This is an optimization exercise on Yosys and OpenROAD, whose aim is small area, not a production implementation. At most, simulation tests tie the RTL to the original design; equivalence was not proved. Only the layout flow was run in run 2; the RTL was not checked for function there.

==> design.v <==
module rst(
    input [3:0] key_input,
    output rst_n
);
assign rst_n = (key_input == 4'b0000) ? 1'b0 : 1'b1;
endmodule
module key (
    input clk,
    input rst_n,
    input [3:0] key_in,
    output reg [3:0] key_out
);
    reg [3:0] last_valid_value;
    always @(posedge clk) begin
        if (~rst_n) begin
            key_out <= 4'b0001;  
            last_valid_value <= 4'b0001; 
        end
        else begin
            case (~key_in) 
                4'b0001: begin 
                    key_out <= 4'b0001;
                    last_valid_value <= 4'b0001;
                end
                4'b0010: begin 
                    key_out <= 4'b0010;
                    last_valid_value <= 4'b0010;
                end
                4'b0100: begin 
                    key_out <= 4'b0011;
                    last_valid_value <= 4'b0011;
                end
                4'b1000: begin 
                    key_out <= 4'b0100;
                    last_valid_value <= 4'b0100;
                end
                4'b0000: begin  
                    key_out <= last_valid_value;
                end
                default: begin  
                    key_out <= 4'b1111;  
                end
            endcase
        end
    end
endmodule
module sw(
    input [3:0] sw_i,
    output reg [3:0] sw_o
);
    always @(*) begin
        case (sw_i)
            4'b0001: sw_o = 4'b0001; 
            4'b0010: sw_o = 4'b0010; 
            4'b0100: sw_o = 4'b0011; 
            4'b1000: sw_o = 4'b0100; 
            default: sw_o = 4'b1111;  
        endcase
    end
endmodule
module clk_divider 
#(
   parameter   clk_freq = 480_000  
) 
(
    input         clk,
    input         rst_n,
    input [3:0]   period,  
    output reg    clk_out,
    output        tick      
);
    reg [31:0] counter;
    localparam [31:0] PERIOD_VALUE0 = clk_freq / 240000 / 2;
    localparam [31:0] PERIOD_VALUE1 = clk_freq / 120000 / 2;
    localparam [31:0] PERIOD_VALUE2 = clk_freq / 80000 / 2;
    localparam [31:0] PERIOD_VALUE3 = clk_freq / 60000 / 2;
    reg toggle;
    always @(*) begin
        case (period)
            4'd1: toggle = (counter >= PERIOD_VALUE0);
            4'd2: toggle = (counter >= PERIOD_VALUE1);
            4'd3: toggle = (counter >= PERIOD_VALUE2);
            4'd4: toggle = (counter >= PERIOD_VALUE3);
            default: toggle = 1'b0;
        endcase
    end
    assign tick = toggle & ~clk_out;
    always @(posedge clk) begin
        if (~rst_n) begin
            counter <= 0;
            clk_out <= 0;
        end
        else begin
            counter <= counter + 1;
            case (period)
                4'd1, 4'd2, 4'd3, 4'd4: begin
                    if (toggle) begin
                        counter <= 0;
                        clk_out <= ~clk_out;
                    end
                end
                default: begin
                    counter <= 0;
                    clk_out <= 0;
                end
            endcase
        end
    end
endmodule
module seg_display (
    input clk,
    input rst_n,
    input [7:0] value,   
    output [8:0] seg1,   
    output [8:0] seg2    
);
    reg [7:0] value_reg;
    always @(posedge clk) begin
        if(~rst_n)begin
            value_reg <= 8'hFF;
        end
        else begin
            value_reg <= value;
        end
    end
    wire [3:0] digit1 = value_reg[7:4];  
    wire [3:0] digit2 = value_reg[3:0];  
    nine_seg_decoder decoder1(.binary_value(digit1), .seg(seg1));
    nine_seg_decoder decoder2(.binary_value(digit2), .seg(seg2));
endmodule
module nine_seg_decoder (
    input [3:0] binary_value,
    output reg [8:0] seg
);
    always @(*) begin
        case (binary_value)
            4'h0: seg = 9'b111111000;  
            4'h1: seg = 9'b011000000;  
            4'h2: seg = 9'b110110100;  
            4'h3: seg = 9'b111100100;  
            4'h4: seg = 9'b011001100;  
            4'h5: seg = 9'b101101100;  
            4'h6: seg = 9'b101111100;  
            4'h7: seg = 9'b111000000;  
            4'h8: seg = 9'b111111100;  
            4'h9: seg = 9'b111101100;  
            4'hA: seg = 9'b111011100;  
            4'hB: seg = 9'b001111100;  
            4'hC: seg = 9'b100111000;  
            4'hD: seg = 9'b011110100;  
            4'hE: seg = 9'b100111100;  
            4'hF: seg = 9'b100011100;  
            default: seg = 9'b000000001;  
        endcase
    end
endmodule
module LED_mode1_driver 
#(
    parameter PERIOD = 240000   
) 
(
    input clk,
    input en,
    input rst_n,
    output reg [7:0] led_out
);
    reg [31:0] counter; 
    reg [2:0] current_led;
    always @(posedge clk) begin
        if (~rst_n) begin
            counter <= 32'd0;
            current_led <= 8'd0;
            led_out <= 8'b0000_0000; 
        end
        else if (en) begin
            if (counter < PERIOD / 4) begin
                led_out <= 1 << current_led;
                counter <= counter + 1;
            end
            else if (counter >= PERIOD / 4 && counter < PERIOD / 2) begin
                led_out <= 8'b0000_0000;
                counter <= counter + 1;
            end
            else if (counter >= PERIOD / 2 && counter < PERIOD / 4 * 3) begin
                led_out <= 1 << current_led;
                counter <= counter + 1;
            end
            else if (counter >= PERIOD / 4 * 3 && counter < PERIOD) begin
                led_out <= 8'b0000_0000;
                counter <= counter + 1;
            end
            else begin
                counter <= 32'd0;
                current_led <= current_led + 1;
                if (current_led >= 7) begin
                    current_led <= 8'd0;
                end
            end
        end
    end
endmodule
module LED_mode2_driver
#(
    parameter PERIOD = 240000   
)
(
    input clk,
    input en,
    input rst_n,
    output reg [7:0] led_out
);
    reg [31:0] counter; 
    reg [2:0] current_led; 
    reg [31:0] duty;
    reg [31:0] duty_counter; 
    wire [31:0] counter_inc = counter + 1;
    always @(posedge clk) begin
        if (~rst_n) begin
            duty <= 32'd0;
            counter <= 12'd0;
            current_led <= 8'd0;
        end
        else if (en) begin
            if (counter <= PERIOD / 4) begin
                counter <= counter_inc;
                if(counter_inc % 60 == 0) begin
                    duty <= duty + 1;
                end
            end
            else if (counter > PERIOD / 4 && counter <= PERIOD / 2) begin
                counter <= counter_inc;
                if(counter_inc % 60 == 0) begin
                    duty <= duty - 1;
                end
            end
            else if (counter > PERIOD / 2 && counter <= PERIOD / 4 * 3) begin
                counter <= counter_inc;
                if(counter_inc % 60 == 0) begin
                    duty <= duty + 1;
                end
            end
            else if (counter > PERIOD / 4 * 3 && counter < PERIOD) begin
                counter <= counter_inc;
                if(counter_inc % 60 == 0) begin
                    duty <= duty - 1;
                end
            end
            else if (counter == PERIOD) begin
                counter <= 32'd0;
                current_led <= current_led + 1;
            end
        end
    end
    wire [31:0] duty_counter_next = duty_counter >= PERIOD / 8 / 60  ? 0 : duty_counter + 1;
    always @(posedge clk) begin
        if(~rst_n)begin
            led_out <= 8'b0000_0000;
            duty_counter <= 32'd0;
        end
        else if (en) begin
            duty_counter <= duty_counter_next;
            led_out <= (duty_counter_next <= duty) ? (1 << current_led) : (8'b0000_0000); 
        end
    end
endmodule
module LED_mode3_driver(
    input clk,
    input en,
    input rst_n,
    output reg [7:0] led_out
);
reg [31:0] counter;
reg [31:0] pwm_counter[7:0];
reg [31:0] pwm_duty[7:0];
reg [2:0] current_led;
integer i;
always @(posedge clk) begin
    if (~rst_n) begin
        counter <= 0;
        current_led <= 0;
        for (i = 0; i < 8; i++) begin
            pwm_duty[i] <= 0;
        end
    end 
    else if (en) begin
        if (counter >= 30000) begin
            counter <= 0;
            current_led <= (current_led - 1) % 8;  
            pwm_duty[current_led] <= 900; 
            pwm_duty[(current_led + 1) % 8] <= pwm_duty[(current_led + 1) % 8] > 50 ? pwm_duty[(current_led + 1) % 8] - 250 : 0;
            pwm_duty[(current_led + 2) % 8] <= pwm_duty[(current_led + 2) % 8] > 50 ? pwm_duty[(current_led + 2) % 8] - 250 : 0;
            pwm_duty[(current_led + 3) % 8] <= pwm_duty[(current_led + 3) % 8] > 50 ? pwm_duty[(current_led + 3) % 8] - 100 : 0;
            pwm_duty[(current_led + 4) % 8] <= pwm_duty[(current_led + 4) % 8] > 50 ? pwm_duty[(current_led + 4) % 8] - 100 : 0;
            pwm_duty[(current_led + 5) % 8] <= pwm_duty[(current_led + 5) % 8] > 50 ? pwm_duty[(current_led + 5) % 8] - 50 : 0;
            pwm_duty[(current_led + 6) % 8] <= pwm_duty[(current_led + 6) % 8] > 50 ? pwm_duty[(current_led + 6) % 8] - 50 : 0;
            pwm_duty[(current_led + 7) % 8] <= pwm_duty[(current_led + 7) % 8] > 50 ? pwm_duty[(current_led + 7) % 8] - 50 : 0;
        end
        else begin
            counter <= counter + 1;
        end
    end
end
always @(posedge clk) begin
    if (~rst_n) begin
        for (i = 0; i < 8; i++) begin
            pwm_counter[i] <= 0;
        end
        led_out <= 0;
    end else if (en) begin
        for (i = 0; i < 8; i++) begin
            pwm_counter[i] <= pwm_counter[i] >= 900 ? 0 : pwm_counter[i] + 1;
            led_out[i] <= (pwm_counter[i] < pwm_duty[i]) ? 1 : 0;
        end
    end
end
endmodule
module LED_mode4_driver 
#(
    parameter PERIOD = 240000  
)
(
    input clk,
    input en,
    input rst_n,
    output reg [7:0] led_out
);
    reg [31:0] counter;
    reg [7:0] led_mask; 
    always @(posedge clk) begin
        if(~rst_n) begin
            led_mask <= 8'b0;
        end
        else if (en) begin
            if (counter <= PERIOD / 2 + 1) begin
                led_mask <= 8'b1111_0000;
            end
            else begin
                led_mask <= 8'b0000_1111;
            end
        end
    end
    wire [31:0] counter_inc = counter + 1;
    always @(posedge clk) begin
        if(~rst_n) begin
            led_out <= 8'b0;
            counter <= 32'd0;
        end
        else if (en) begin
            counter <= counter_inc;
            if (counter_inc % (PERIOD / 2 / 6) == 0) begin  
                led_out <= led_out ^ led_mask;
            end
            if (counter_inc == PERIOD) begin
                counter <= 32'd0;
            end
        end
    end 
endmodule
module driver_selector(
    input clk,
    input en,
    input rst_n,
    input [3:0]  mode_select,  
    output reg [7:0]  signal 
);
    wire [31:0] dirvers_signal;
    LED_mode1_driver driver1(
        .clk(clk),
        .en(en),
        .rst_n(rst_n),
        .led_out(dirvers_signal[7:0])
    );
    LED_mode2_driver driver2(
        .clk(clk),
        .en(en),
        .rst_n(rst_n),
        .led_out(dirvers_signal[15:8])
    );
    LED_mode3_driver driver3(
        .clk(clk),
        .en(en),
        .rst_n(rst_n),
        .led_out(dirvers_signal[23:16])
    );
    LED_mode4_driver driver4(
        .clk(clk),
        .en(en),
        .rst_n(rst_n),
        .led_out(dirvers_signal[31:24])
    );
    always @(posedge clk) begin
        if(~rst_n)begin
            signal <= 8'b1111_1111;
        end
        else if (en)
            case (mode_select)
                4'b0001: begin
                    signal <= ~dirvers_signal[7:0];
                end
                4'b0010: begin
                    signal <= ~dirvers_signal[15:8];
                end
                4'b0011: begin
                    signal <= ~dirvers_signal[23:16];
                end
                4'b0100: begin
                    signal <= ~dirvers_signal[31:24];
                end
                default: begin
                    signal <= 8'b1111_1111;
                end
            endcase
    end
endmodule   
module top (
    input clk,           
    input [3:0] sw_input,
    input [3:0] key_input,
    output [7:0] led,
    output [8:0] seg1,   
    output [8:0] seg2    
);
    wire [3:0] key_reg;
    wire [3:0] sw_input_reg;
    wire clk_divided;
    wire clk_tick;
    wire rst_n;
    rst rst_inst(
        .key_input(key_input),
        .rst_n(rst_n)
    );
    key key_inst(
        .clk(clk),
        .rst_n(rst_n),
        .key_in(key_input),
        .key_out(key_reg)
    );
    sw sw_inst(
        .sw_i(sw_input),
        .sw_o(sw_input_reg)
    );
    clk_divider clk_divider_inst(
        .clk(clk),
        .rst_n(rst_n),
        .period(sw_input_reg),
        .clk_out(clk_divided),
        .tick(clk_tick)
    );
    seg_display seg_display_inst(
        .clk(clk),
        .rst_n(rst_n),
        .value({key_reg, sw_input_reg}),
        .seg1(seg1),
        .seg2(seg2)
    );
    driver_selector driver_selector_inst(
        .clk(clk),
        .en(clk_tick),
        .rst_n(rst_n),
        .mode_select(key_reg),
        .signal(led)
    );
endmodule
==> run.sh <==
#!/bin/bash
# synth_recipe.tcl (not shown) runs the flow's synth.tcl, then flattens the netlist and writes it again
# the make line also repeats each setting of config.mk as NAME=value (left out here)
make -C /OpenROAD-flow-scripts/flow DESIGN_CONFIG=/design/flow/config.mk WORK_HOME=/design/flow/orfs CLKGATE_MAP_FILE= SYNTH_SCRIPT=/design/flow/synth_recipe.tcl finish
==> config.mk <==
export PLATFORM = sky130hd
export DESIGN_NAME = top
export DESIGN_NICKNAME = top
export VERILOG_FILES = /design/flow/design.v
export SDC_FILE = /design/flow/constraint.sdc
export NUM_CORES = 8
export LEC_CHECK = 0
export CAP_MARGIN = 20
export CORE_MARGIN = 2
export CORE_UTILIZATION = 40
export SLEW_MARGIN = 20
==> constraint.sdc <==
create_clock -name core_clock -period 25.0 [get_ports {clk}]
set_input_delay 5.0000 -clock core_clock [delete_from_list [all_inputs] [get_ports {clk}]]
set_output_delay 5.0000 -clock core_clock [all_outputs]
set_load 0.01 [all_outputs]
==> impl_results.md, run 1 <==
- Vias per cell: 6.83
- Worst-margin pin slew: roughly 1.2 ns
- Clock transition at path regs: roughly 0.060 ns
- Post-synth top cells: nor2_1 (1201), a21oi_1 (731), nand2_1 (656)
- GRT Resource Usage Total: 34.1%
- Yosys top cell area share: 15.1%
- Final slew viol count: 0
- Clk root buf: clkbuf_16
- Die width: about 430 um
- Hold Fails Final Rpt: 0
- Setup CP Type: reg2reg
- Post-synthesis sequential area ratio: 25.6%
- DRC: 0
- Placed insts: 11200
- Layout area overhead: 8.68%
- Crit path arrival time: between 20 and 25 ns
- Die height: 432 um
- Vias in the first global route: 72100
- IO Count: 35
- Cell Area, Synth: approximately 73000 um^2
- Total die area: 187000 um^2
- Layout cells sized above 1: 8.92%
- Setup_tns: 0 ns
- Status: finished clean
- CTS Buf Count: 96
- Crit. Startpoint: driver_selector_inst.driver4.counter[0]
- DRT iter0 DRCs: 11600
- Buffers on Ports: 30
- Core ar.: 183000 um^2
- Synthesized flop and latch total: just over 800
- Final Core Density: between 40% and 50%
- Syn Inst Count: 9140
- CTS resizes: 0
- WP data required: 25.61 ns
- Worst skew pair latency: between 0.7 and 0.8 ns
- Post-CTS Setup Inserts: 0
- Worst Slack Setup Final: between 3 and 4 ns
- Worst path top cell family by delay: compound AO/OA/AOI/OAI gates
- Top cell type by total area after synthesis: dfxtp_1
- RSZ-0062 raised after global routing: false
- Longest Clk Path Bufs: 3
- GP Congestion: approximately 1.1
- Number of synthesized flops with an enable pin: 256
- Initial core utilization: about two fifths
- Num Clock Sinks: 809
- Fin crit share: 86.4%
- Critical path endpoint category: register
- Async SR Flop Fraction: 0%
- Syn avg cell area: approximately 8.0 um^2
- Tmin final: 21.60 ns
- Largest net degree at the start of global routing: 93
- Routed Antenna Nets: 0
- 1st-pass router iterations: 13
- Initial antenna violation count: 25
- CP peak stage delay: ~0.76 ns
- Ys flop type: dfxtp_1
- Cell with the most instances after synthesis: nor2_1
- CTS Hold Bufs: 0
- Fin nets: roughly 9300
- Max-slew headroom: between 15 and 20%
- Final Setup Violations: 0
- Number of H-tree levels: 3
- CTS tree: yes
- Layout Skew: 0.0431 ns
- Fillers: 18100
- Via count: 77900
- Drt wl/cell: 29.1 um
- Critical R2R Launch: driver_selector_inst.driver4.counter[0]
- Cell Count, Final, Fillers Out: 11400
- Dpl ws: 3.64 ns
- First-pass GRT wire length: 479000 um
- Fmax: ~0.046 GHz
- CP max-delay cell: a211oi_2
- Final wirelength: 332000 um
- YS warnings: 11
- Worst path bufs/invs: 0
- Gr ovfl total: 0
- Rows: 157
- Critical path startpoint category: register
- Area contributors post-synth: dfxtp_1 (15%), edfxtp_1 (10%), mux4_2 (7.9%)
- Maxcap violations: 0
- Worst Path Max Fanout: 13
- Unique cell type count in the Yosys netlist: 135
- Hold_sp: driver_selector_inst.driver3.led_out[2]
- Post-DP HPWL: 236000 um
- Min-delay worst type: reg2reg
==> metrics by stage <==
step	hold WS, ns	cell area, um^2
after CTS	0.458	79700
after floorplan	0.432	73600
after detailed placement	0.449	76300
after global routing	0.479	79700
final	0.457	79700
after global placement	0.441	76300
==> sequential cells by signal (all words and copies together), names as in the netlist, 32 cells and up <==
name,flops
clk_divider_inst.counter,32
driver_selector_inst.driver1.counter,32
driver_selector_inst.driver2.counter,32
driver_selector_inst.driver2.duty,32
driver_selector_inst.driver2.duty_counter,32
driver_selector_inst.driver3.counter,32
driver_selector_inst.driver3.pwm_counter,256
driver_selector_inst.driver3.pwm_duty,256
driver_selector_inst.driver4.counter,32
==> per-layer routing <==
metal | track usage [%] | vias to the layer above | part of all wire (%)
li1 | - | 33800 | -
met1 | 41.0 | 36700 | 37
met2 | 50.1 | 5687 | 41
met3 | 13.6 | 1630 | 14
met4 | 22.3 | 22 | 8.2
met5 | 0.989 | - | 0.13
==> final cells by class <==
type                            count  area [um^2]  share of cell area [%]
Inverter                          418         1570                    1.97
Antenna cell                       16         40.0                  0.0502
Timing Repair Buffer              185         1480                    1.86
Sequential cell                   809        18800                    23.5
Clock inverter                     56          724                   0.909
Tap cell                         2385         2980                    3.74
Multi-Input combinational cell   7409        51500                    64.6
Clock buffer                      123         2650                    3.33
==> cell families after synthesis <==
| group | synth area share (%) |
|---|---|
| flops | 25.6 |
| fa+ha+maj | 6.26 |
| mux | 11.6 |
| simple gates | 22.4 |
| buf+inv | 5.11 |
| other cells | 0.00511 |
| xor+xnor | 6.04 |
| compound gates | 23.0 |
==> tightest hold or removal path, cell delays in order (launching register included) <==
cell	delay, ns
dfxtp_1	0.31
nand2_1	0.05
a21oi_1	0.05
==> final timing paths <==
check / depth (start not counted) / to / slack [ns]
hold reg to reg: 2 / driver_selector_inst.driver3.led_out[2] / 0.46
hold / removal: 2 / driver_selector_inst.driver3.led_out[2] / 0.46
setup / recovery: 66 / driver_selector_inst.driver4.led_out[2] / 3.40
setup reg to reg: 66 / driver_selector_inst.driver4.led_out[2] / 3.40
==> cells in the final DEF (no fill, tap or decap), types with 39 or more instances in the layout <==
cell,instances
a2111oi_0,97
a211oi_1,172
a21o_1,45
a21oi_1,731
a221oi_1,73
a22oi_1,81
a31oi_1,136
and2_1,89
and3_1,197
and4_1,42
buf_4,152
clkbuf_16,96
conb_1,56
dfxtp_1,551
edfxtp_1,256
ha_1,352
inv_1,414
mux2i_1,252
mux4_2,256
nand2_1,638
nand2b_1,119
nand3_1,244
nand4_1,138
nor2_1,1183
nor2b_1,92
nor3_1,247
nor4_1,122
o211ai_1,57
o21a_1,39
o21ai_0,367
o21ai_1,48
o221ai_1,102
o22ai_1,225
or3_1,75
xnor2_1,275
xor2_1,207
==> run 2, diff against run 1 <==
==> design.v (replaced) <==
module top (
    input        clk,
    input  [3:0] sw_input,
    input  [3:0] key_input,
    output [7:0] led,
    output [8:0] seg1,
    output [8:0] seg2
);
    wire rst = (key_input == 4'b0000);
    wire       sw_ok  = (sw_input == 4'b0001) | (sw_input == 4'b0010) |
                        (sw_input == 4'b0100) | (sw_input == 4'b1000);
    wire [1:0] sw_idx = {sw_input[3] | sw_input[2], sw_input[3] | sw_input[1]};
    wire [3:0] nk     = ~key_input;
    wire       k_one  = (nk == 4'b0001) | (nk == 4'b0010) | (nk == 4'b0100) | (nk == 4'b1000);
    wire       k_none = (nk == 4'b0000);
    wire [1:0] k_idx  = {nk[3] | nk[2], nk[3] | nk[1]};
    reg  [1:0] lv;
    reg        kinv;
    always @(posedge clk) begin
        if (rst) begin
            lv   <= 2'd0;
            kinv <= 1'b0;
        end else begin
            if (k_one) lv <= k_idx;
            kinv <= ~(k_one | k_none);
        end
    end
    reg       kd_inv, sd_inv;
    reg [1:0] kd_idx, sd_idx;
    always @(posedge clk) begin
        if (rst) begin
            kd_inv <= 1'b1;
            sd_inv <= 1'b1;
        end else begin
            kd_inv <= kinv;
            sd_inv <= ~sw_ok;
        end
        kd_idx <= lv;
        sd_idx <= sw_idx;
    end
    function [8:0] segdec(input inv, input [1:0] idx);
        begin
            if (inv) segdec = 9'b100011100;
            else case (idx)
                2'd0: segdec = 9'b011000000;
                2'd1: segdec = 9'b110110100;
                2'd2: segdec = 9'b111100100;
                default: segdec = 9'b011001100;
            endcase
        end
    endfunction
    assign seg1 = segdec(kd_inv, kd_idx);
    assign seg2 = segdec(sd_inv, sd_idx);
    reg  [2:0] dcnt;
    reg        dco;
    wire       tog  = sw_ok & (dcnt > {1'b0, sw_idx});
    wire       tick = tog & ~dco;
    always @(posedge clk) begin
        if (rst | ~sw_ok) begin
            dcnt <= 3'd0;
            dco  <= 1'b0;
        end else if (tog) begin
            dcnt <= 3'd0;
            dco  <= ~dco;
        end else begin
            dcnt <= dcnt + 3'd1;
        end
    end
    reg       mv;
    reg [1:0] mi;
    always @(posedge clk) begin
        if (rst) begin
            mv <= 1'b0;
            mi <= 2'b10;
        end else if (tick) begin
            if (~mv & mi[1]) begin
                mv <= 1'b0;
                mi <= 2'b00;
            end else begin
                mv <= ~kinv;
                mi <= kinv ? 2'b00 : lv;
            end
        end
    end
    reg [5:0] r;
    reg [9:0] d;
    reg       up, sec;
    reg [2:0] cur;
    wire      wrap12 = ~up & (d == 10'd0);
    always @(posedge clk) begin
        if (rst) begin
            r   <= 6'd59;
            d   <= 10'd1;
            up  <= 1'b0;
            sec <= 1'b1;
            cur <= 3'd7;
        end else if (tick) begin
            if (wrap12) begin
                up  <= 1'b1;
                sec <= 1'b0;
                cur <= cur + 3'd1;
            end else if (r == 6'd59) begin
                r <= 6'd0;
                if (up) begin
                    d <= d + 10'd1;
                    if (d == 10'd999) up <= 1'b0;
                end else begin
                    d <= d - 10'd1;
                    if (d == 10'd1 && !sec) begin
                        up  <= 1'b1;
                        sec <= 1'b1;
                    end
                end
            end else begin
                r <= r + 6'd1;
            end
        end
    end
    reg [8:0] dc;
    always @(posedge clk) begin
        if (rst) dc <= 9'd500;
        else if (tick) dc <= (dc == 9'd500) ? 9'd0 : dc + 9'd1;
    end
    reg [14:0] c3;
    reg [2:0]  h3;
    reg [3:0]  nev;
    reg [9:0]  pwm;
    always @(posedge clk) begin
        if (rst) begin
            c3  <= 15'd29999;
            h3  <= 3'd2;
            nev <= 4'd15;
            pwm <= 10'd899;
        end else if (tick) begin
            pwm <= (pwm == 10'd900) ? 10'd0 : pwm + 10'd1;
            if (c3 == 15'd30000) begin
                c3 <= 15'd0;
                h3 <= h3 - 3'd1;
                if (nev != 4'd8) nev <= nev + 4'd1;
            end else begin
                c3 <= c3 + 15'd1;
            end
        end
    end
    reg [14:0] t4;
    reg [3:0]  s4;
    always @(posedge clk) begin
        if (rst) begin
            t4 <= 15'd19999;
            s4 <= 4'd11;
        end else if (tick) begin
            if (t4 == 15'd19999) begin
                t4 <= 15'd0;
                s4 <= (s4 == 4'd11) ? 4'd0 : s4 + 4'd1;
            end else begin
                t4 <= t4 + 15'd1;
            end
        end
    end
    wire sel1 = mv & (mi == 2'd0);
    wire sel2 = mv & (mi == 2'd1);
    wire sel3 = mv & (mi == 2'd2);
    wire sel4 = mv & (mi == 2'd3);
    wire on1  = up;
    wire on2  = ({1'b0, dc} <= d);
    wire blk  = s4[0];
    wire hi4  = (s4 >= 4'd6);
    wire [7:0] thr;
    assign thr[0] = (nev > 4'd0) & (pwm < 10'd900);
    assign thr[1] = (nev > 4'd1) & (pwm < 10'd650);
    assign thr[2] = (nev > 4'd2) & (pwm < 10'd400);
    assign thr[3] = (nev > 4'd3) & (pwm < 10'd300);
    assign thr[4] = (nev > 4'd4) & (pwm < 10'd200);
    assign thr[5] = (nev > 4'd5) & (pwm < 10'd150);
    assign thr[6] = (nev > 4'd6) & (pwm < 10'd100);
    assign thr[7] = (nev > 4'd7) & (pwm < 10'd50);
    wire [7:0] p;
    assign p[0]   = (sel1 & on1) | (sel2 & on2) | (sel3 & thr[0]) | (sel4 & blk);
    assign p[3:1] = ({3{sel3}} & thr[3:1]) | {3{sel4 & blk}};
    assign p[7:4] = {4{sel3}} & thr[7:4];
    wire [2:0] a = sel3 ? h3 : sel4 ? {~hi4, 2'b00} : cur;
    wire [15:0] pp = {p, p} << a;
    assign led = ~pp[15:8];
endmodule
==> run 2 against run 1 <==
Die area is 91% lower. Sequential share of layout area is 5.1 points higher. Final area is 91% lower.
==> impl_results.md, run 2 <==
- Placed insts: 950 (was 11200)
- Layout area overhead: 10.5% (was 8.68%)
- Clock transition at path regs: 0.07 ns (was 0.06 ns)
- Most common cell after layout, fill and taps aside: dfxtp_1 (was nor2_1)
- Final Setup Violations: 0 (unchanged)
- Ys flop type: dfxtp_1 (unchanged)
- Worst skew pair latency: 0.35 ns (was 0.79 ns)
- Number of H-tree levels: 3 (unchanged)
- CTS resizes: 0 (unchanged)
- Via count: 5612 (was 77900)
- Biggest regs: c3 (15), t4 (15) (was driver_selector_inst.driver3.pwm_counter (256), driver_selector_inst.driver3.pwm_duty (256))
- Unique cell type count in the Yosys netlist: 76 (was 135)
- Buffers on Ports: 30 (unchanged)
- Post-CTS Setup Inserts: 0 (unchanged)
- Final slew viol count: 0 (unchanged)
- DRT iter0 DRCs: 404 (was 11600)
- RSZ-0062 raised after global routing: false (unchanged)
- Die height: 128 um (was 432 um)
- Worst Slack Setup Final: 16.54 ns (was 3.40 ns)
- Fin nets: 820 (was 9282)
- Post-synth top cells: dfxtp_1 (97), nand2_1 (70), nor2_1 (57) (was nor2_1 (1201), a21oi_1 (731), nand2_1 (656))
- Fmax: 0.118 GHz (was 0.0463 GHz)
- IO Count: 35 (unchanged)
- Num Clock Sinks: 97 (was 809)
- Setup CP Type: reg2out (was reg2reg)
- Post-synthesis sequential area ratio: 31.6% (was 25.6%)
- Most frequent cells in the layout: dfxtp_1 (97), nand2_1 (70), nor2_1 (57) (was nor2_1 (1183), a21oi_1 (731), nand2_1 (638))
- GP Congestion: 0.906 (was 1.13)
- GRT Resource Usage Total: 18.3% (was 34.1%)
- Layout Skew: 0.00738 ns (was 0.0431 ns)
- Status: finished clean (unchanged)
- Critical path startpoint category: register (unchanged)
- Cell Area, Synth: 6140 um^2 (was 73400 um^2)
- DRC: 0 (unchanged)
- N_diodes: 0 (was 16)
- Clk root buf: clkbuf_16 (unchanged)
- Worst-margin pin slew: 0.965 ns (was 1.23 ns)
- Top cell type by total area after synthesis: dfxtp_1 (unchanged)
- Largest net degree at the start of global routing: 57 (was 93)
- Gr ovfl total: 0 (unchanged)
- Max-slew headroom: 35.5% (was 17.2%)
- Synthesized flop and latch total: 97 (was 809)
- Layout cells sized above 1: 6.30% (was 8.92%)
- 1st-pass router iterations: 5 (was 13)
- Async SR Flop Fraction: 0% (unchanged)
- Die width: 128 um (was 432 um)
- Area contributors post-synth: dfxtp_1 (32%), ha_1 (7.7%), xnor2_1 (5.7%) (was dfxtp_1 (15%), edfxtp_1 (10%), mux4_2 (7.9%))
- Crit path arrival time: 3.46 ns (was 22.21 ns)
- Syn avg cell area: 7.93 um^2 (was 8.03 um^2)
- Cell Count, Final, Fillers Out: 966 (was 11400)
- CTS tree: yes (unchanged)
- WP data required: 20.00 ns (was 25.61 ns)
- Setup_tns: 0 ns (unchanged)
- Yosys top cell area share: 31.6% (was 15.1%)
- CTS Buf Count: 9 (was 96)
- Routed Antenna Nets: 0 (unchanged)
- Longest Clk Path Bufs: 2 (was 3)
- CTS Hold Bufs: 0 (unchanged)
- Vias in the first global route: 5272 (was 72100)
- Core ar.: 15100 um^2 (was 183000 um^2)
- Number of synthesized flops with an enable pin: 0 (was 256)
- Syn Inst Count: 774 (was 9140)
- Initial antenna violation count: 0 (was 25)
- Rows: 45 (was 157)
- Min-delay worst type: reg2reg (unchanged)
- Dpl ws: 16.75 ns (was 3.64 ns)
- Post-DP HPWL: 10300 um (was 236000 um)
- Drt wl/cell: 15.1 um (was 29.1 um)
- Fillers: 1487 (was 18100)
- Total die area: 16300 um^2 (was 187000 um^2)
- Initial core utilization: 40.7% (was 40.2%)
- Worst Path Max Fanout: 4 (was 13)
- Final wirelength: 14600 um (was 332000 um)
- YS warnings: 1 (was 11)
- Maxcap violations: 0 (unchanged)
- Critical path endpoint category: output port (was register)
- First-pass GRT wire length: 24800 um (was 479000 um)
- Fin crit share: 33.8% (was 86.4%)
- Cell with the most instances after synthesis: dfxtp_1 (was nor2_1)
- Tmin final: 8.46 ns (was 21.60 ns)
- Vias per cell: 5.81 (was 6.83)
- Hold Fails Final Rpt: 0 (unchanged)
-- run 2: logic make-up after synthesis --
kind of cell	synth area share, %
fa+ha+maj	7.91
flops	31.6
compound gates	17.4
other cells	0.0611
simple gates	29.0
xor+xnor	6.14
buf+inv	6.26
mux	1.53
-- run 2: final timing paths --
path,start,slack [ns],end,depth (start not counted)
hold / removal,lv[0],0.41,kd_idx[0],0
hold reg to reg,lv[0],0.41,kd_idx[0],0
setup / recovery,d[7],16.54,led[0],9
setup reg to reg,dcnt[1],22.18,h3[1],8
-- run 2: cell type report --
class / count / area (um^2) / share of cell area [%]
clock buffers: 11 / 243 / 3.58
clock inverters: 5 / 36.3 / 0.535
inverters: 43 / 161 / 2.38
multi-input cells: 587 / 3830 / 56.4
flip-flops and latches: 97 / 1940 / 28.6
well taps: 188 / 235 / 3.47
repair buffers: 35 / 338 / 4.98
-- run 2: worst max-delay path, stage by stage (launching register included) --
cell	delay (ns)
dfxtp_1	0.42
inv_1	0.11
ha_1	0.32
a211oi_1	0.31
o21ai_0	0.15
o32ai_1	0.52
nand2_1	0.22
a211o_1	0.32
mux2_2	0.27
clkdlybuf4s50_1	0.47
-- run 2: metal layers --
layer	GRT usage [%]	vias to the layer above	share of wire (%)	routed length [um]
met5	0	-	0	0
met1	23.9	2645	47	6880
met2	30.4	133	47	6830
met4	6.66	0	2.2	324
met3	3.38	23	3.8	555
li1	-	2811	-	-
-- run 2: metrics by stage --
step           hold WS (ns)  util, %  instance area, um^2
3_5_place_dp          0.408     43.1                 6500
2_1_floorplan         0.373        -                 6150
3_3_place_gp          0.404     43.1                 6500
5_1_grt               0.439     45.0                 6780
6_report              0.410     45.0                 6780
4_1_cts               0.414     45.0                 6780
==> run 3, diff against run 2 <==
--- a/design.v
+++ b/design.v
@@ -89,2 +89,6 @@
     wire      wrap12 = ~up & (d == 10'd0);
+    wire      adv12  = tick & ~wrap12;
+    wire      r_end  = adv12 & r[5] & r[4] & r[3] & r[1] & r[0];           
+    wire      d_top  = d[9] & d[8] & d[7] & d[6] & d[5] & d[2] & d[1] & d[0];  
+    wire      d_one  = (d == 10'd1);
     always @(posedge clk) begin
@@ -96,33 +100,29 @@
             cur <= 3'd7;
-        end else if (tick) begin
-            if (wrap12) begin
+        end else begin
+            r   <= r_end ? 6'd0 : r + {5'd0, adv12};
+            if (r_end) d <= up ? d + 10'd1 : d - 10'd1;
+            if (tick & wrap12) begin
                 up  <= 1'b1;
                 sec <= 1'b0;
-                cur <= cur + 3'd1;
-            end else if (r == 6'd59) begin
-                r <= 6'd0;
-                if (up) begin
-                    d <= d + 10'd1;
-                    if (d == 10'd999) up <= 1'b0;
-                end else begin
-                    d <= d - 10'd1;
-                    if (d == 10'd1 && !sec) begin
-                        up  <= 1'b1;
-                        sec <= 1'b1;
-                    end
-                end
-            end else begin
-                r <= r + 6'd1;
+            end else if (r_end & up & d_top) begin
+                up  <= 1'b0;
+            end else if (r_end & ~up & d_one & ~sec) begin
+                up  <= 1'b1;
+                sec <= 1'b1;
             end
+            cur <= cur + {2'd0, tick & wrap12};
         end
     end
-    reg [8:0] dc;
+    reg  [8:0] dc;
+    wire       dc_end = tick & dc[8] & dc[7] & dc[6] & dc[5] & dc[4] & dc[2];   
     always @(posedge clk) begin
         if (rst) dc <= 9'd500;
-        else if (tick) dc <= (dc == 9'd500) ? 9'd0 : dc + 9'd1;
+        else dc <= dc_end ? 9'd0 : dc + {8'd0, tick};
     end
-    reg [14:0] c3;
-    reg [2:0]  h3;
-    reg [3:0]  nev;
-    reg [9:0]  pwm;
+    reg  [14:0] c3;
+    reg  [2:0]  h3;
+    reg  [3:0]  nev;
+    reg  [9:0]  pwm;
+    wire        c3_end  = tick & c3[14] & c3[13] & c3[12] & c3[10] & c3[8] & c3[5] & c3[4];  
+    wire        pwm_end = tick & pwm[9] & pwm[8] & pwm[7] & pwm[2];   
     always @(posedge clk) begin
@@ -133,10 +133,23 @@
             pwm <= 10'd899;
-        end else if (tick) begin
-            pwm <= (pwm == 10'd900) ? 10'd0 : pwm + 10'd1;
-            if (c3 == 15'd30000) begin
-                c3 <= 15'd0;
-                h3 <= h3 - 3'd1;
-                if (nev != 4'd8) nev <= nev + 4'd1;
-            end else begin
-                c3 <= c3 + 15'd1;
+        end else begin
+            pwm <= pwm_end ? 10'd0 : pwm + {9'd0, tick};
+            c3  <= c3_end ? 15'd0 : c3 + {14'd0, tick};
+            h3  <= h3 - {2'd0, c3_end};
+            nev <= nev + {3'd0, c3_end & ~(nev[3] & ~nev[2])};
+        end
+    end
+    reg  [14:0] t4;
+    reg         blk;
+    reg  [2:0]  q4;
+    wire        t4_end = tick & t4[14] & t4[11] & t4[10] & t4[9] & t4[4] & t4[3] & t4[2] & t4[1] & t4[0];  
+    always @(posedge clk) begin
+        if (rst) begin
+            t4  <= 15'd19999;
+            blk <= 1'b1;
+            q4  <= 3'b100;
+        end else begin
+            t4  <= t4_end ? 15'd0 : t4 + {14'd0, tick};
+            if (t4_end) begin
+                blk <= ~blk;
+                if (blk) q4 <= {q4[1:0], ~q4[2]};
             end
@@ -144,17 +157,3 @@
     end
-    reg [14:0] t4;
-    reg [3:0]  s4;
-    always @(posedge clk) begin
-        if (rst) begin
-            t4 <= 15'd19999;
-            s4 <= 4'd11;
-        end else if (tick) begin
-            if (t4 == 15'd19999) begin
-                t4 <= 15'd0;
-                s4 <= (s4 == 4'd11) ? 4'd0 : s4 + 4'd1;
-            end else begin
-                t4 <= t4 + 15'd1;
-            end
-        end
-    end
+    wire hi4 = q4[2];
     wire sel1 = mv & (mi == 2'd0);
@@ -164,5 +163,3 @@
     wire on1  = up;
-    wire on2  = ({1'b0, dc} <= d);
-    wire blk  = s4[0];
-    wire hi4  = (s4 >= 4'd6);
+    wire on2  = d[9] | (dc <= d[8:0]);
     wire [7:0] thr;
==> run 3 against run 2 <==
Still clean. Sequential cell count stayed put. Critical path depth is 7 higher. Core utilization is 1.4 points higher. Count of clock-buffer cells in the layout stayed put. Non-clock buffer count is 3 lower. Final cell count is 12% lower. Critical path type is now in2reg.
==> impl_results.md, run 3 <==
- Status: finished clean (unchanged)
- GP Congestion: 0.881 (was 0.906)
- Most frequent cells in the layout: dfxtp_1 (97), nand2_1 (55), nor2_1 (54) (was dfxtp_1 (97), nand2_1 (70), nor2_1 (57))
- Critical path startpoint category: input port (was register)
- Layout cells sized above 1: 5.36% (was 6.30%)
- Async SR Flop Fraction: 0% (unchanged)
- Cell Area, Synth: 5400 um^2 (was 6140 um^2)
- Cell with the most instances after synthesis: dfxtp_1 (unchanged)
- WP data required: 25.21 ns (was 20.00 ns)
- Layout area overhead: 13.2% (was 10.5%)
- Die width: 120 um (was 128 um)
- Fin crit share: 34.0% (was 33.8%)
- Rows: 42 (was 45)
- Final slew viol count: 0 (unchanged)
- Die height: 120 um (was 128 um)
- Post-synthesis sequential area ratio: 36.0% (was 31.6%)
- Longest Clk Path Bufs: 2 (unchanged)
- Syn Inst Count: 655 (was 774)
- Max-slew headroom: 37.2% (was 35.5%)
- Hold slack final: 0.416 ns (was 0.410 ns)
- Yosys top cell area share: 36.0% (was 31.6%)
- 1st-pass router iterations: 4 (was 5)
- Hold Fails Final Rpt: 0 (unchanged)
- IO Count: 35 (unchanged)
- Post-synth top cells: dfxtp_1 (97), nand2_1 (55), nor2_1 (54) (was dfxtp_1 (97), nand2_1 (70), nor2_1 (57))
- Maxcap violations: 0 (unchanged)
- Routed Antenna Nets: 0 (unchanged)
- Gr ovfl total: 0 (unchanged)
- Synthesized flop and latch total: 97 (unchanged)
- Initial core utilization: 40.9% (was 40.7%)
- Biggest regs: c3 (15), t4 (15) (unchanged)
- Core ar.: 13200 um^2 (was 15100 um^2)
- DRT iter0 DRCs: 289 (was 404)
- Post-DP HPWL: 7920 um (was 10300 um)
- RSZ-0062 raised after global routing: false (unchanged)
- Syn avg cell area: 8.24 um^2 (was 7.93 um^2)
- Ys flop type: dfxtp_1 (unchanged)
- Via count: 4506 (was 5612)
- Number of synthesized flops with an enable pin: 0 (unchanged)
- Area contributors post-synth: dfxtp_1 (36%), ha_1 (8.8%), xnor2_1 (5.5%) (was dfxtp_1 (32%), ha_1 (7.7%), xnor2_1 (5.7%))
- Final Setup Violations: 0 (unchanged)
- CTS resizes: 0 (unchanged)
- Clock transition at path regs: 0.07 ns (about the same)
- Fin nets: 714 (was 820)
- Largest net degree at the start of global routing: 54 (was 57)
- Min-delay worst type: reg2reg (unchanged)
- Setup CP Type: in2reg (was reg2out)
- Hold_sp: lv[0] (unchanged)
- Worst skew pair latency: 0.36 ns (was 0.35 ns)
- Total die area: 14400 um^2 (was 16300 um^2)
- Drt wl/cell: 13.2 um (was 15.1 um)
- Setup_tns: 0 ns (unchanged)
- Tmin final: 8.49 ns (was 8.46 ns)
- Number of H-tree levels: 3 (unchanged)
- CTS Hold Bufs: 0 (unchanged)
- GRT Resource Usage Total: 16.4% (was 18.3%)
- CTS tree: yes (unchanged)
- First-pass GRT wire length: 19200 um (was 24800 um)
- Worst Path Max Fanout: 23 (was 4)
- Post-CTS Setup Inserts: 0 (unchanged)
- Initial antenna violation count: 0 (unchanged)
- Fmax: 0.118 GHz (about the same)
- DP Area: 5800 um^2 (was 6500 um^2)
- Top cell type by total area after synthesis: dfxtp_1 (unchanged)
- Unique cell type count in the Yosys netlist: 62 (was 76)
- Num Clock Sinks: 97 (unchanged)
- Buffers on Ports: 30 (unchanged)
- N_diodes: 0 (unchanged)
- Critical R2R Launch: dcnt[0] (was dcnt[1])
- Finished Cell Area: 6110 um^2 (was 6780 um^2)
- Crit path arrival time: 8.71 ns (was 3.46 ns)
- CTS Buf Count: 9 (unchanged)
- DRC: 0 (unchanged)
- Worst-margin pin slew: 0.935 ns (was 0.965 ns)
- Layout Skew: 0.0123 ns (was 0.00738 ns)
- YS warnings: 1 (unchanged)
- Critical path endpoint category: register (was output port)
- Crit. Startpoint: sw_input[3] (was d[7])
- Most common cell after layout, fill and taps aside: dfxtp_1 (unchanged)
- Clk root buf: clkbuf_16 (unchanged)
- Vias per cell: 5.31 (was 5.81)
- Final wirelength: 11200 um (was 14600 um)
- Vias in the first global route: 4221 (was 5272)
[run 3: worst paths after layout]
path	endpoint	slack, ns	cells after the start
worst max-delay path	c3[12]	16.51	16
worst min-delay path	kd_idx[0]	0.42	0
worst max register to register	c3[12]	21.48	15
worst min register to register	kd_idx[0]	0.42	0
[run 3: per-stage QoR]
stage	setup slack, ns	utilization, %	std cells
floorplan	16.89	-	658
global placement	16.33	43.9	832
detailed placement	16.19	43.9	832
CTS	16.52	46.3	848
global route	16.29	46.3	848
finish	16.51	46.3	848
[run 3: area by class of cell]
| type | instances | area, um^2 |
|---|---|---|
| fill | 1291 | 7080 |
| timing repair buffer | 32 | 315 |
| clock inverter | 5 | 80.1 |
| tap | 176 | 220 |
| inverter | 38 | 144 |
| sequential | 97 | 1940 |
| multi-input combinational | 489 | 3180 |
| clock buffer | 11 | 233 |
[run 3: logic make-up after synthesis]
kind of cell               synth area share (%)
xor gates and xnor gates                   9.57
adders and majority gates                  8.99
buffers and inverters                      5.56
other                                    0.0694
AOI/OAI and AO/OA                          12.5
muxes                                      2.46
and+or+nand+nor                            24.9
DFF                                        36.0
[run 3: critical path: stages]
cell and delay [ns]:
clkdlybuf4s50_1 0.45, or2_2 0.32, ha_1 0.28, nand2_1 0.06, o21ai_0 0.07, nand2_1 0.14
or4b_4 0.55, clkinv_2 0.29, ha_1 0.27, ha_1 0.22, nand3_1 0.14, nor3_1 0.29
and3_1 0.26, nand3_1 0.10, xor2_1 0.16, o21ai_0 0.09
[run 3: per-layer routing]
layer	part of all wire, %	track usage, %	up-vias
met5	0	0	-
met1	49	20.9	2112
met2	46	26.8	90
met3	2.9	2.50	13
met4	2.3	8.38	0
li1	-	-	2291
==> run 4, diff against run 3 <==
--- a/design.v
+++ b/design.v
@@ -27,28 +27,26 @@
     end
-    reg       kd_inv, sd_inv;
-    reg [1:0] kd_idx, sd_idx;
+    wire [3:0] swv = sw_input;
+    wire       s8 = ~((swv == 4'b0001) | (swv == 4'b1000));                
+    wire       s6 = (swv == 4'b0001) | (swv == 4'b0100) | (swv == 4'b1000);  
+    wire       s3 = ~((swv == 4'b0001) | (swv == 4'b0010) | (swv == 4'b0100));  
+    wire       k8 = kinv | (lv == 2'd1) | (lv == 2'd2);
+    wire       k6 = ~kinv & (lv != 2'd1);
+    wire       k3 = kinv | (lv == 2'd3);
+    reg  [2:0] ks, ss;    
     always @(posedge clk) begin
         if (rst) begin
-            kd_inv <= 1'b1;
-            sd_inv <= 1'b1;
+            ks <= 3'b101;
+            ss <= 3'b101;
         end else begin
-            kd_inv <= kinv;
-            sd_inv <= ~sw_ok;
+            ks <= {k8, k6, k3};
+            ss <= {s8, s6, s3};
         end
-        kd_idx <= lv;
-        sd_idx <= sw_idx;
     end
-    function [8:0] segdec(input inv, input [1:0] idx);
+    function [8:0] segdec(input [2:0] e);
         begin
-            if (inv) segdec = 9'b100011100;
-            else case (idx)
-                2'd0: segdec = 9'b011000000;
-                2'd1: segdec = 9'b110110100;
-                2'd2: segdec = 9'b111100100;
-                default: segdec = 9'b011001100;
-            endcase
+            segdec = {e[2], ~(e[2] & e[0]), e[1], e[2] & ~e[0], ~e[1], e[0], e[2] | e[0], 2'b00};
         end
     endfunction
-    assign seg1 = segdec(kd_inv, kd_idx);
-    assign seg2 = segdec(sd_inv, sd_idx);
+    assign seg1 = segdec(ks);
+    assign seg2 = segdec(ss);
     reg  [2:0] dcnt;
@@ -70,2 +68,4 @@
     reg [1:0] mi;
+    wire      m_r0 = ~mv & mi[1];
+    wire      m_r1 = ~mv & mi[0];
     always @(posedge clk) begin
@@ -75,5 +75,5 @@
         end else if (tick) begin
-            if (~mv & mi[1]) begin
+            if (m_r0) begin
                 mv <= 1'b0;
-                mi <= 2'b00;
+                mi <= 2'b01;
             end else begin
@@ -123,6 +123,8 @@
     reg  [2:0]  h3;
-    reg  [3:0]  nev;
-    reg  [9:0]  pwm;
+    reg         sat;
+    reg  [4:0]  pwa;    
+    reg  [5:0]  pwb;
     wire        c3_end  = tick & c3[14] & c3[13] & c3[12] & c3[10] & c3[8] & c3[5] & c3[4];  
-    wire        pwm_end = tick & pwm[9] & pwm[8] & pwm[7] & pwm[2];   
+    wire        pwb_end = tick & pwb[5] & pwb[4] & pwb[0];           
+    wire        pwm_end = tick & pwa[4] & pwa[1];                    
     always @(posedge clk) begin
@@ -131,11 +133,19 @@
             h3  <= 3'd2;
-            nev <= 4'd15;
-            pwm <= 10'd899;
+            sat <= 1'b0;
+            pwa <= 5'd17;
+            pwb <= 6'd49;
         end else begin
-            pwm <= pwm_end ? 10'd0 : pwm + {9'd0, tick};
+            pwb <= (pwb_end | pwm_end) ? 6'd0 : pwb + {5'd0, tick};
+            pwa <= pwm_end ? 5'd0 : pwa + {4'd0, pwb_end};
             c3  <= c3_end ? 15'd0 : c3 + {14'd0, tick};
             h3  <= h3 - {2'd0, c3_end};
-            nev <= nev + {3'd0, c3_end & ~(nev[3] & ~nev[2])};
+            if (c3_end & (h3 == 3'd2) & ~m_r1) sat <= 1'b1;
         end
     end
+    wire [7:0] vis;
+    genvar gv;
+    generate for (gv = 0; gv < 8; gv = gv + 1) begin : g_vis
+        if (gv == 0) assign vis[gv] = sat | (h3 != 3'd1);
+        else         assign vis[gv] = sat | ((h3 >= 3'd2) & (h3 <= gv));
+    end endgenerate
     reg  [14:0] t4;
@@ -165,10 +175,10 @@
     wire [7:0] thr;
-    assign thr[0] = (nev > 4'd0) & (pwm < 10'd900);
-    assign thr[1] = (nev > 4'd1) & (pwm < 10'd650);
-    assign thr[2] = (nev > 4'd2) & (pwm < 10'd400);
-    assign thr[3] = (nev > 4'd3) & (pwm < 10'd300);
-    assign thr[4] = (nev > 4'd4) & (pwm < 10'd200);
-    assign thr[5] = (nev > 4'd5) & (pwm < 10'd150);
-    assign thr[6] = (nev > 4'd6) & (pwm < 10'd100);
-    assign thr[7] = (nev > 4'd7) & (pwm < 10'd50);
+    assign thr[0] = (pwa < 5'd18);
+    assign thr[1] = (pwa < 5'd13);
+    assign thr[2] = (pwa < 5'd8);
+    assign thr[3] = (pwa < 5'd6);
+    assign thr[4] = (pwa < 5'd4);
+    assign thr[5] = (pwa < 5'd3);
+    assign thr[6] = (pwa < 5'd2);
+    assign thr[7] = (pwa < 5'd1);
     wire [7:0] p;
@@ -179,3 +189,3 @@
     wire [15:0] pp = {p, p} << a;
-    assign led = ~pp[15:8];
+    assign led = ~(pp[15:8] & (sel3 ? vis : 8'hff));
 endmodule
==> flow/run.sh (new file) <==
#!/bin/bash
# Own layout flow: ORFS with the standard synthesis steps, except that ABC
# maps for area (flow/area.abc), ports get the smallest buffer, and CTS uses no
# dummy loads. Each tool's output goes to a log file in this folder.
set -euo pipefail
W=$PWD
F=$W/flow
KNOBS=$(sed -n 's/^make .*CLKGATE_MAP_FILE= \(.*\) "\${@:-finish}"$/\1/p' standard.sh)

# synthesis script: synth_recipe.tcl, with the abc call using our own script
{
  echo "proc abc {args} {"
  echo "  set i [lsearch -exact \$args -script]"
  echo "  if {\$i >= 0} { set args [lreplace \$args \$i [expr {\$i + 1}] -script $F/area.abc] }"
  echo "  yosys abc {*}\$args"
  echo "}"
  cat synth_recipe.tcl
} > my_synth.tcl

MK=(make -C "$FLOW_HOME" DESIGN_CONFIG="$W/config.mk" WORK_HOME="$W/orfs" CLKGATE_MAP_FILE=)
eval "KN=($KNOBS)"
# drop the standard flow's SYNTH_SCRIPT, use ours
ARGS=()
for a in "${KN[@]}"; do
  case "$a" in SYNTH_SCRIPT=*) ;; *) ARGS+=("$a") ;; esac
done
ARGS+=("SYNTH_SCRIPT=$W/my_synth.tcl" "ADDER_MAP_FILE=")
ARGS+=("BUFFER_PORTS_ARGS=-buffer_cell sky130_fd_sc_hd__buf_1")
ARGS+=("CTS_ARGS=-sink_clustering_enable -repair_clock_nets -dont_use_dummy_load -buf_list sky130_fd_sc_hd__clkbuf_8")

"${MK[@]}" "${ARGS[@]}" synth > "$W/log_synth.txt" 2>&1
"${MK[@]}" "${ARGS[@]}" finish > "$W/log_layout.txt" 2>&1
R=$W/orfs/results/$FLOW_PLATFORM/top/base
: # left out here: write the final layout as DEF
==> flow/area.abc (new file) <==
strash; ifraig; dc2; balance -l; resub -K 6 -l; rewrite -l; resub -K 6 -N 2 -l; refactor -l; resub -K 8 -l; balance -l; resub -K 8 -N 2 -l; rewrite -l; resub -K 10 -l; rewrite -z -l; resub -K 10 -N 2 -l; balance -l; resub -K 12 -l; refactor -z -l; resub -K 12 -N 2 -l; rewrite -z -l; balance -l; &get -n; &deepsyn -T 20; &put; &get -n; &dch -f; &nf -R 1000; &put; topo
==> standard.sh (new file) <==
#!/bin/bash
# synth_recipe.tcl (not shown) runs the flow's synth.tcl, then flattens the netlist and writes it again
# the make line also repeats each setting of config.mk as NAME=value (left out here)
make -C /OpenROAD-flow-scripts/flow DESIGN_CONFIG=/design/flow/config.mk WORK_HOME=/design/flow/orfs CLKGATE_MAP_FILE= SYNTH_SCRIPT=/design/flow/synth_recipe.tcl "${@:-finish}"
removed: run.sh
==> run 4 against run 3 <==
Still clean on timing, DRC and antenna. Final cell count decreased by 19%. Sequential share of layout area is 9.7 points higher. Synthesized cell count fell by 22%. Critical path depth unchanged. Final area is 25% lower. Sequential cell count decreased by 2. Non-clock buffer count rose by 1. Synthesized area decreased by 23%. Critical endpoint is now led[5]. Highest routed layer unchanged.
==> impl_results.md, run 4 <==
- GP Congestion: 0.843 (was 0.881)
- Critical Path Most Common Cell: nor2_1 (was ha_1)
- Wl on met1: 4370 um (was 5480 um)
- Post-CTS Setup Inserts: 0 (unchanged)
- Fin crit share: 35.0% (was 34.0%)
- Critical R2R Launch: dcnt[0] (unchanged)
- First-pass GRT wire length: 15100 um (was 19200 um)
- Cell Area, Synth: 4170 um^2 (was 5400 um^2)
- Total die area: 11200 um^2 (was 14400 um^2)
- WP data required: 20.00 ns (was 25.21 ns)
- Crit path arrival time: 3.74 ns (was 8.71 ns)
- DP Area: 4460 um^2 (was 5800 um^2)
- Critical path endpoint category: output port (was register)
- Layout cells sized above 1: 2.53% (was 5.36%)
- Critical path, cell by cell: clkinv_1 > maj3_1 > a21o_1 > o221ai_1 > a31oi_1 > a221oi_1 > nor2_1 > o21ai_0 > nand2_1 > a211oi_1 > o31a_1 > a21boi_0 > nand3_1 > nor2_1 > a21oi_1 > buf_1 (was clkdlybuf4s50_1 > or2_2 > ha_1 > nand2_1 > o21ai_0 > nand2_1 > or4b_4 > clkinv_2 > ha_1 > ha_1 > nand3_1 > nor3_1 > and3_1 > nand3_1 > xor2_1 > o21ai_0)
- Status: finished clean (unchanged)
- Die height: 106 um (was 120 um)
- CP peak stage delay: 0.50 ns (was 0.55 ns)
- Yosys top cell area share: 45.7% (was 36.0%)
- Hold Fails Final Rpt: 0 (unchanged)
- Finished Cell Area: 4590 um^2 (was 6110 um^2)
- Vias in the first global route: 3334 (was 4221)
- Cell Count, Final, Fillers Out: 690 (was 848)
- 1st-pass router iterations: 4 (unchanged)
- Setup CP Type: reg2out (was in2reg)
- Fmax: 0.114 GHz (was 0.118 GHz)
- DRT iter0 DRCs: 161 (was 289)
- IO Count: 35 (unchanged)
- Final wirelength: 8640 um (was 11200 um)
- Placed insts: 681 (was 832)
- Worst path top cell family by delay: compound AO/OA/AOI/OAI gates (was simple AND/OR/NAND/NOR gates)
- Fin nets: 565 (was 714)
- Cell with the most instances after synthesis: dfxtp_1 (unchanged)
- Num Clock Sinks: 95 (was 97)
- N_diodes: 0 (unchanged)
- Met3 routed WL: 171 um (was 325 um)
- Min-delay worst type: reg2reg (unchanged)
- CP max-delay cell: dfxtp_1 (was or4b_4)
- Longest Clk Path Bufs: 2 (unchanged)
- Initial antenna violation count: 0 (unchanged)
- Layout Skew: 0.0241 ns (was 0.0123 ns)
- Biggest regs: c3 (15), t4 (15), d (10) (was c3 (15), t4 (15))
- CTS Hold Bufs: 0 (unchanged)
- Worst reg-to-reg path cell count: 15 (unchanged)
- RSZ-0062 raised after global routing: false (unchanged)
- Worst-margin pin slew: 0.855 ns (was 0.935 ns)
- Fillers: 1020 (was 1291)
- Ys flop type: dfxtp_1 (unchanged)
- Die width: 106 um (was 120 um)
- GRT Resource Usage Total: 16.2% (was 16.4%)
- Critical path startpoint category: register (was input port)
- CTS tree: yes (unchanged)
- Initial core utilization: 40.7% (was 40.9%)
- Top sig layer: met4 (unchanged)
- Final slew viol count: 0 (unchanged)
- Worst path bufs/invs: 2 (unchanged)
- DRC: 0 (unchanged)
- Top cell type by total area after synthesis: dfxtp_1 (unchanged)
- Tmin final: 8.74 ns (was 8.49 ns)
- Rows: 37 (was 42)
- Sequential cell area: 1900 um^2 (was 1940 um^2)
- Gr ovfl total: 0 (unchanged)
- Drt wl/cell: 12.5 um (was 13.2 um)
- Syn Inst Count: 513 (was 655)
- Buffers on Ports: 30 (unchanged)
- Critical R2R Capture: d[9] (was c3[12])
- Synthesized flop and latch total: 95 (was 97)
- Core ar.: 10200 um^2 (was 13200 um^2)
- Multi-input logic area: 2150 um^2 (was 3180 um^2)
- Post-synthesis sequential area ratio: 45.7% (was 36.0%)
- Number of H-tree levels: 3 (unchanged)
- Max-slew headroom: 42.6% (was 37.2%)
- Syn avg cell area: 8.12 um^2 (was 8.24 um^2)
- Number of synthesized flops with an enable pin: 0 (unchanged)
- Setup_tns: 0 ns (unchanged)
- Most common cell after layout, fill and taps aside: dfxtp_1 (unchanged)
- Hold Path End: t4[13] (was kd_idx[0])
- Layout area overhead: 10.1% (was 13.2%)
- Via count: 3650 (was 4506)
- Worst skew pair latency: 0.35 ns (was 0.36 ns)
- Worst Path Max Fanout: 8 (was 23)
- Post-synth top cells: dfxtp_1 (95), a21oi_1 (53), nor2_1 (50) (was dfxtp_1 (97), nand2_1 (55), nor2_1 (54))
- Post-DP HPWL: 6210 um (was 7920 um)
- Routed Antenna Nets: 0 (unchanged)
- Vias per cell: 5.29 (was 5.31)
- YS warnings: 1 (unchanged)
- Maxcap violations: 0 (unchanged)
- CTS resizes: 0 (unchanged)
- Unique cell type count in the Yosys netlist: 47 (was 62)
- Clock transition at path regs: 0.09 ns (was 0.07 ns)
- Most frequent cells in the layout: dfxtp_1 (95), a21oi_1 (53), nor2_1 (50) (was dfxtp_1 (97), nand2_1 (55), nor2_1 (54))
- WL met2: 4000 um (was 5140 um)
- Final Core Density: 44.8% (was 46.3%)
- WHS Path Cells: 1 (was 0)
- R2R Setup Slk: 21.43 ns (was 21.48 ns)
- Largest net degree at the start of global routing: 50 (was 54)
- CTS Buf Count: 9 (unchanged)
- Area contributors post-synth: dfxtp_1 (46%), a21oi_1 (6.4%), o21ai_0 (5.5%) (was dfxtp_1 (36%), ha_1 (8.8%), xnor2_1 (5.5%))
- Hold_sp: t4[13] (was lv[0])
- Clk root buf: clkbuf_8 (was clkbuf_16)
- Async SR Flop Fraction: 0% (unchanged)
- Final Setup Violations: 0 (unchanged)
## run 4: changes by cell type in the layout (fill, tap and decap cells not counted), sizes merged, moves of 28 or more
cell	before	now
nand3	48	17
buf	2	33
a21oi	25	53
inv	36	0
clkdlybuf4s50	30	0
ha	38	0
## run 4: metrics by stage
| stage | setup WS, ns | hold WS, ns |
|---|---|---|
| after detailed placement | 16.31 | 0.453 |
| final | 16.26 | 0.460 |
| after global placement | 16.45 | 0.442 |
| after CTS | 16.23 | 0.466 |
| after floorplan | 16.05 | 0.426 |
| after global routing | 15.88 | 0.494 |
## run 4: layer usage
layer,vias up,GRT usage (%)
met2,42,26.3
met4,0,5.73
met1,1671,21.8
li1,1927,-
met3,10,2.58
met5,-,0
## run 4: worst register-to-register path, cell delays in order (launching register included)
cell      delay [ns]
dfxtp_1         0.39
clkinv_1        0.09
o21ai_0         0.14
a311oi_1        0.14
nor3_2          0.15
buf_4           0.25
o211ai_1        0.14
nor2_1          0.22
nand4_1         0.24
or3_1           0.41
nor3_1          0.18
nor2_1          0.06
a21oi_1         0.30
o21ai_0         0.26
or3_1           0.39
a21oi_1         0.14
## run 4: cell families (layout without fill, tap and decap cells)
kind of cell | count (synthesis) | count (layout) | synth area share (%)
flops | 95 | 95 | 45.7
xor+xnor | 13 | 13 | 2.73
other cells | 1 | 4 | 0.0900
simple gates | 206 | 206 | 24.0
fa+ha+maj | 1 | 1 | 0.240
compound gates | 161 | 161 | 23.2
buf+inv | 33 | 71 | 3.33
mux | 3 | 3 | 0.751
## run 4: final cells by class
type | instances | share of cell area [%]
clock buffer | 9 | 2.70
inverter | 29 | 2.37
multi-input combinational | 388 | 46.8
sequential | 95 | 41.5
tap | 136 | 3.71
timing repair buffer | 33 | 2.95
## run 4: worst max path at each step
| stage | from | to | slack (ns) | cells past startpoint |
|---|---|---|---|---|
| floorplan | sw_input[3] | d[9] | 16.05 | 15 |
| global placement | sw_input[3] | d[9] | 16.45 | 17 |
| detailed placement | sw_input[3] | d[9] | 16.31 | 17 |
| CTS | d[1] | led[5] | 16.23 | 16 |
| global route | d[1] | led[5] | 15.88 | 16 |
| finish | d[1] | led[5] | 16.26 | 16 |

==> port drivers added, routing unchanged <==
Ports are ideal in the flow. The routed layouts listed here were re-timed in OpenROAD. Step 1, drivers: a clkbuf_16 drives clk and a buf_2 each remaining input, both assumed. Step 2, shift: input delay + t, output delay - t, t = (earliest + latest rising clock arrival at the registers) / 2. This alone moves slack from input paths to output paths. Slacks: no drivers / after step 1 / after step 2; pairs: no drivers / after step 1.
run	shift t [ns]	setup slack, ns	pins driven straight from the clock port
run 1	0.852	3.398 / 3.398 / 3.398	1
run 2	0.390	16.541 / 16.499 / 16.794	1
run 3	0.391	16.506 / 16.522 / 16.131	1
run 4	0.368	16.259 / 16.226 / 16.291	1
After both steps every run listed still meets setup and hold. For run 3, which loses most, drivers alone change the setup slack by +0.016 ns; drivers and shift together by -0.375 ns.
